Background: an optimization exercise with open tools, aiming at small area. Do not read the settings as production practice. Function was checked by simulation only, so behaviour that the tests miss may differ from the original.

==> run A <==
Design tdm2p, start of the top module:
module tdm2p (
    input  wire         clk,         
    input  wire         rstn,        
    input  wire         enable,      
    input  wire [7:0]   clkPatt,     
    input  wire [7:0]   clkMask,     
    input  wire         sclk,        
    input  wire         fs,          
    input  wire         tdmin,       
    output wire         sample,      
    output reg          valid,       
    output wire [255:0] pdata        
);
reg             initn;       
reg  [7:0]      clkSamp;
reg             lastReg;
reg             lastFs;
reg  [7:0]      bitCnt;      
reg             next;
reg             empty;       
reg  [255:0]    tdataN;      
reg  [255:0]    pdataN;      
wire    edgeMatch  = ~|((clkPatt ^ {8{lastReg}} ^ clkSamp) & clkMask);
wire    posSamp    = !lastReg && edgeMatch;
assign  sample     = initn && posSamp;
always @(posedge clk or negedge rstn) begin
    if (!rstn) begin
        initn       <= 1'b0;
        clkSamp     <= 8'd0;
        lastReg     <= 1'b0;
        lastFs      <= 1'b0;
    end
    else begin
        initn       <= enable && (initn || (posSamp && fs && !lastFs));
        clkSamp     <= {clkSamp[6:0], sclk};
        lastReg     <= lastReg ^ edgeMatch;
        lastFs      <= posSamp ? fs : lastFs;
    end
end
always @(posedge clk or negedge rstn) begin
    if (!rstn) begin
        next    <= 1'b0;
        valid   <= 1'b0;
        empty   <= 1'b1;
    end
    else begin
        next    <= enable && sample && (bitCnt == 8'd255);
        valid   <= next;
        empty   <= empty && !next;
    end
end
always @(posedge clk) begin
    if (!initn)
        bitCnt  <= 8'd0;
    else if (sample)
        bitCnt  <= bitCnt + 8'd1;
end
always @(posedge clk) begin
    if (sample)
        tdataN  <= {tdataN[254:0], !tdmin};
    if (next)
        pdataN  <= tdataN;
end
assign pdata = ~(pdataN | {256{empty}});
endmodule
==> module tdm2p, before the edit <==
module tdm2p (
    input  wire         clk,         
    input  wire         rstn,        
    input  wire         enable,      
    input  wire [7:0]   clkPatt,     
    input  wire [7:0]   clkMask,     
    input  wire         sclk,        
    input  wire         fs,          
    input  wire         tdmin,       
    output wire         sample,      
    output reg          valid,       
    output wire [255:0] pdata        
);
reg             initn;       
reg  [7:0]      clkSamp;
reg             lastReg;
reg             lastFs;
reg  [7:0]      bitCnt;      
reg             next;
reg             empty;       
reg  [255:0]    tdataN;      
reg  [255:0]    pdataN;      
wire    edgeMatch  = ~|((clkPatt ^ {8{lastReg}} ^ clkSamp) & clkMask);
wire    posSamp    = !lastReg && edgeMatch;
assign  sample     = initn && posSamp;
always @(posedge clk or negedge rstn) begin
    if (!rstn) begin
        initn       <= 1'b0;
        clkSamp     <= 8'd0;
        lastReg     <= 1'b0;
        lastFs      <= 1'b0;
    end
    else begin
        initn       <= enable && (initn || (posSamp && fs && !lastFs));
        clkSamp     <= {clkSamp[6:0], sclk};
        lastReg     <= lastReg ^ edgeMatch;
        lastFs      <= posSamp ? fs : lastFs;
    end
end
always @(posedge clk or negedge rstn) begin
    if (!rstn) begin
        next    <= 1'b0;
        valid   <= 1'b0;
        empty   <= 1'b1;
    end
    else begin
        next    <= enable && sample && (bitCnt == 8'd255);
        valid   <= next;
        empty   <= empty && !next;
    end
end
always @(posedge clk) begin
    if (!initn)
        bitCnt  <= 8'd0;
    else if (sample)
        bitCnt  <= bitCnt + 8'd1;
end
always @(posedge clk) begin
    if (sample)
        tdataN  <= {tdataN[254:0], !tdmin};
    if (next)
        pdataN  <= tdataN;
end
assign pdata = ~(pdataN | {256{empty}});
endmodule
==> flow/config.mk <==
export PLATFORM = sky130hd
export DESIGN_NAME = tdm2p
export DESIGN_NICKNAME = tdm2p
export VERILOG_FILES = /design/flow/design.v
export SDC_FILE = /design/flow/constraint.sdc
export NUM_CORES = 4
export LEC_CHECK = 0
export CAP_MARGIN = 20
export CORE_MARGIN = 2
export CORE_UTILIZATION = 70
export SLEW_MARGIN = 20
==> flow/constraint.sdc <==
create_clock -name core_clock -period 10.0 [get_ports {clk}]
set_input_delay 2.0000 -clock core_clock [delete_from_list [all_inputs] [get_ports {clk}]]
set_output_delay 2.0000 -clock core_clock [all_outputs]
set_load 0.01 [all_outputs]
standard.sh (not shown) runs the stock make flow with config.mk's settings and CLKGATE_MAP_FILE= SYNTH_SCRIPT=/design/flow/synth_recipe.tcl, a recipe that flattens the netlist after the stock synthesis.
==> flow/flow/run.sh <==
#!/bin/bash
# Standard layout with two changes: ports are buffered with the smallest
# buffer instead of the one buffer_ports picks by default, and the clock
# tree uses small clock buffers in larger sink clusters without dummy loads.
set -euo pipefail
export BUFFER_PORTS_ARGS="-buffer_cell sky130_fd_sc_hd__buf_1"
export CTS_ARGS="-sink_clustering_enable -repair_clock_nets -dont_use_dummy_load -buf_list sky130_fd_sc_hd__clkbuf_4 -sink_clustering_size 11 -sink_clustering_max_diameter 35"
bash standard.sh > standard.log 2>&1
==> inputs of run H, as changes to run A <==
==> flow/design.v (replaced) <==
module tdm2p (
    input  wire         clk,         
    input  wire         rstn,        
    input  wire         enable,      
    input  wire [7:0]   clkPatt,     
    input  wire [7:0]   clkMask,     
    input  wire         sclk,        
    input  wire         fs,          
    input  wire         tdmin,       
    output wire         sample,      
    output reg          valid,       
    output reg  [255:0] pdata        
);
reg             init;
reg  [7:0]      clkSamp;
reg             lastReg;
reg             lastFs;
reg  [7:0]      bitIdx;
reg  [255:0]    tdata;
reg             next;
localparam POSEDGE = 1'b1, NEGEDGE = 1'b0;
wire    posSamp    = (lastReg == NEGEDGE) && ((clkPatt & clkMask) == (clkSamp & clkMask));
wire    negSamp    = (lastReg == POSEDGE) && ((~clkPatt & clkMask) == (clkSamp & clkMask));
assign  sample     = !init && posSamp;
always @(posedge clk or negedge rstn) begin
    if (!rstn) begin
        init        <= 1'b1;
        clkSamp     <= 8'd0;
        lastReg     <= NEGEDGE;
        lastFs      <= 1'b0;
    end
    else begin
        init        <= (!enable) ? 1'b1              
                        : (posSamp && fs && !lastFs) ? 1'b0
                        : init;
        clkSamp     <= {clkSamp[6:0], sclk};         
        lastReg     <= (posSamp) ? POSEDGE           
                        : (negSamp) ? NEGEDGE 
                        : lastReg;
        lastFs      <= (posSamp) ? fs : lastFs;      
    end
end
always @(posedge clk or negedge rstn) begin
    if (!rstn) begin
        bitIdx  <= 8'd255;
        tdata   <= 256'd0;
        pdata   <= 256'd0;
        next    <= 1'b0;
        valid   <= 1'b0;
    end
    else begin
        if (!enable) begin
            bitIdx  <= 8'd255;
            tdata   <= 256'd0;
        end
        else if (enable && sample) begin
            bitIdx  <= bitIdx - 8'd1;
            tdata[bitIdx]  <= tdmin;
        end
        next    <= enable && sample && (bitIdx == 8'd0);
        valid   <= next;
        pdata   <= (next) ? tdata : pdata;
    end
end
endmodule
==> flow/run.sh (new file) <==
#!/bin/bash
# synth_recipe.tcl (not shown) runs the flow's synth.tcl, then flattens the netlist and writes it again
# the make line also repeats each setting of config.mk as NAME=value (left out here)
make -C /OpenROAD-flow-scripts/flow DESIGN_CONFIG=/design/flow/config.mk WORK_HOME=/design/flow/orfs CLKGATE_MAP_FILE= SYNTH_SCRIPT=/design/flow/synth_recipe.tcl finish
Settings changed: CORE_UTILIZATION 70 to 40.
removed: flow/flow/run.sh
removed: flow/standard.sh
==> metrics.md <==
| Metric | Value |
|---|---|
| Mux contribution to synthesized area | `0.0574%` |
| Reg2reg start | `lastReg$_DFF_PN0_` |
| Outcome | `finished clean` |
| GRT met1 Usage | `30.7%` |
| Hold WS | `around 0.4 ns` |
| Dpl cells | `1462` |
| Post-synth top area share | `88.2%` |
| Sequential share of the synthesized area | `91.1%` |
| DRT met1 WL | `11800 um` |
| Clock root cell | `clkbuf_4` |
| Hold Path Sink | `clkSamp[5]$_DFF_PN0_` |
| Top_reg_cell synth | `edfxtp_1` |
-- figures above: run A

==> metrics.md <==
| Metric | Value |
|---|---|
| Post-CTS Resized | `0` |
| Outcome | `finished clean` |
| Mux contribution to synthesized area | `15.3%` |
| Top_reg_cell synth | `dfrtp_1` |
| Post-synth top area share | `58.1%` |
| Final Hold Fails | `0` |
| Hold Path Sink | `clkSamp[6]$_DFF_PN0_` |
| GRT met1 Usage | `34.4%` |
| Clock root cell | `clkbuf_16` |
| Sequential share of the synthesized area | `59.1%` |
| Reg2reg start | `bitIdx[2]$_DFFE_PN1P_` |
-- figures above: run H

## static timing again, ports no longer ideal
Ports are ideal in the flow. The routed layouts listed here were re-timed in OpenROAD.
Step 1 assumes that a clkbuf_16 drives the clock port and a buf_2 every other input.
Step 2 also shifts input and output timing later by t, the mid clock arrival at the registers, as if the neighbouring blocks saw the same clock.
a / b / c = ideal ports / drivers / drivers and shift; a / b = the first two.
run | t, ns | setup slack, ns | worst hold slack (ns) | worst setup path after step 2
run A | 0.713 | 3.626 / 3.607 / 3.607 | 0.401 / 0.401 / 0.401 | input to output
run H | 0.665 | 3.469 / 3.446 / 3.446 | 0.395 / 0.395 / 0.395 | input to output
After both steps setup and hold are still met in every run listed. For run H, which loses most, drivers alone change the setup slack by -0.023 ns; drivers and shift together by -0.023 ns.
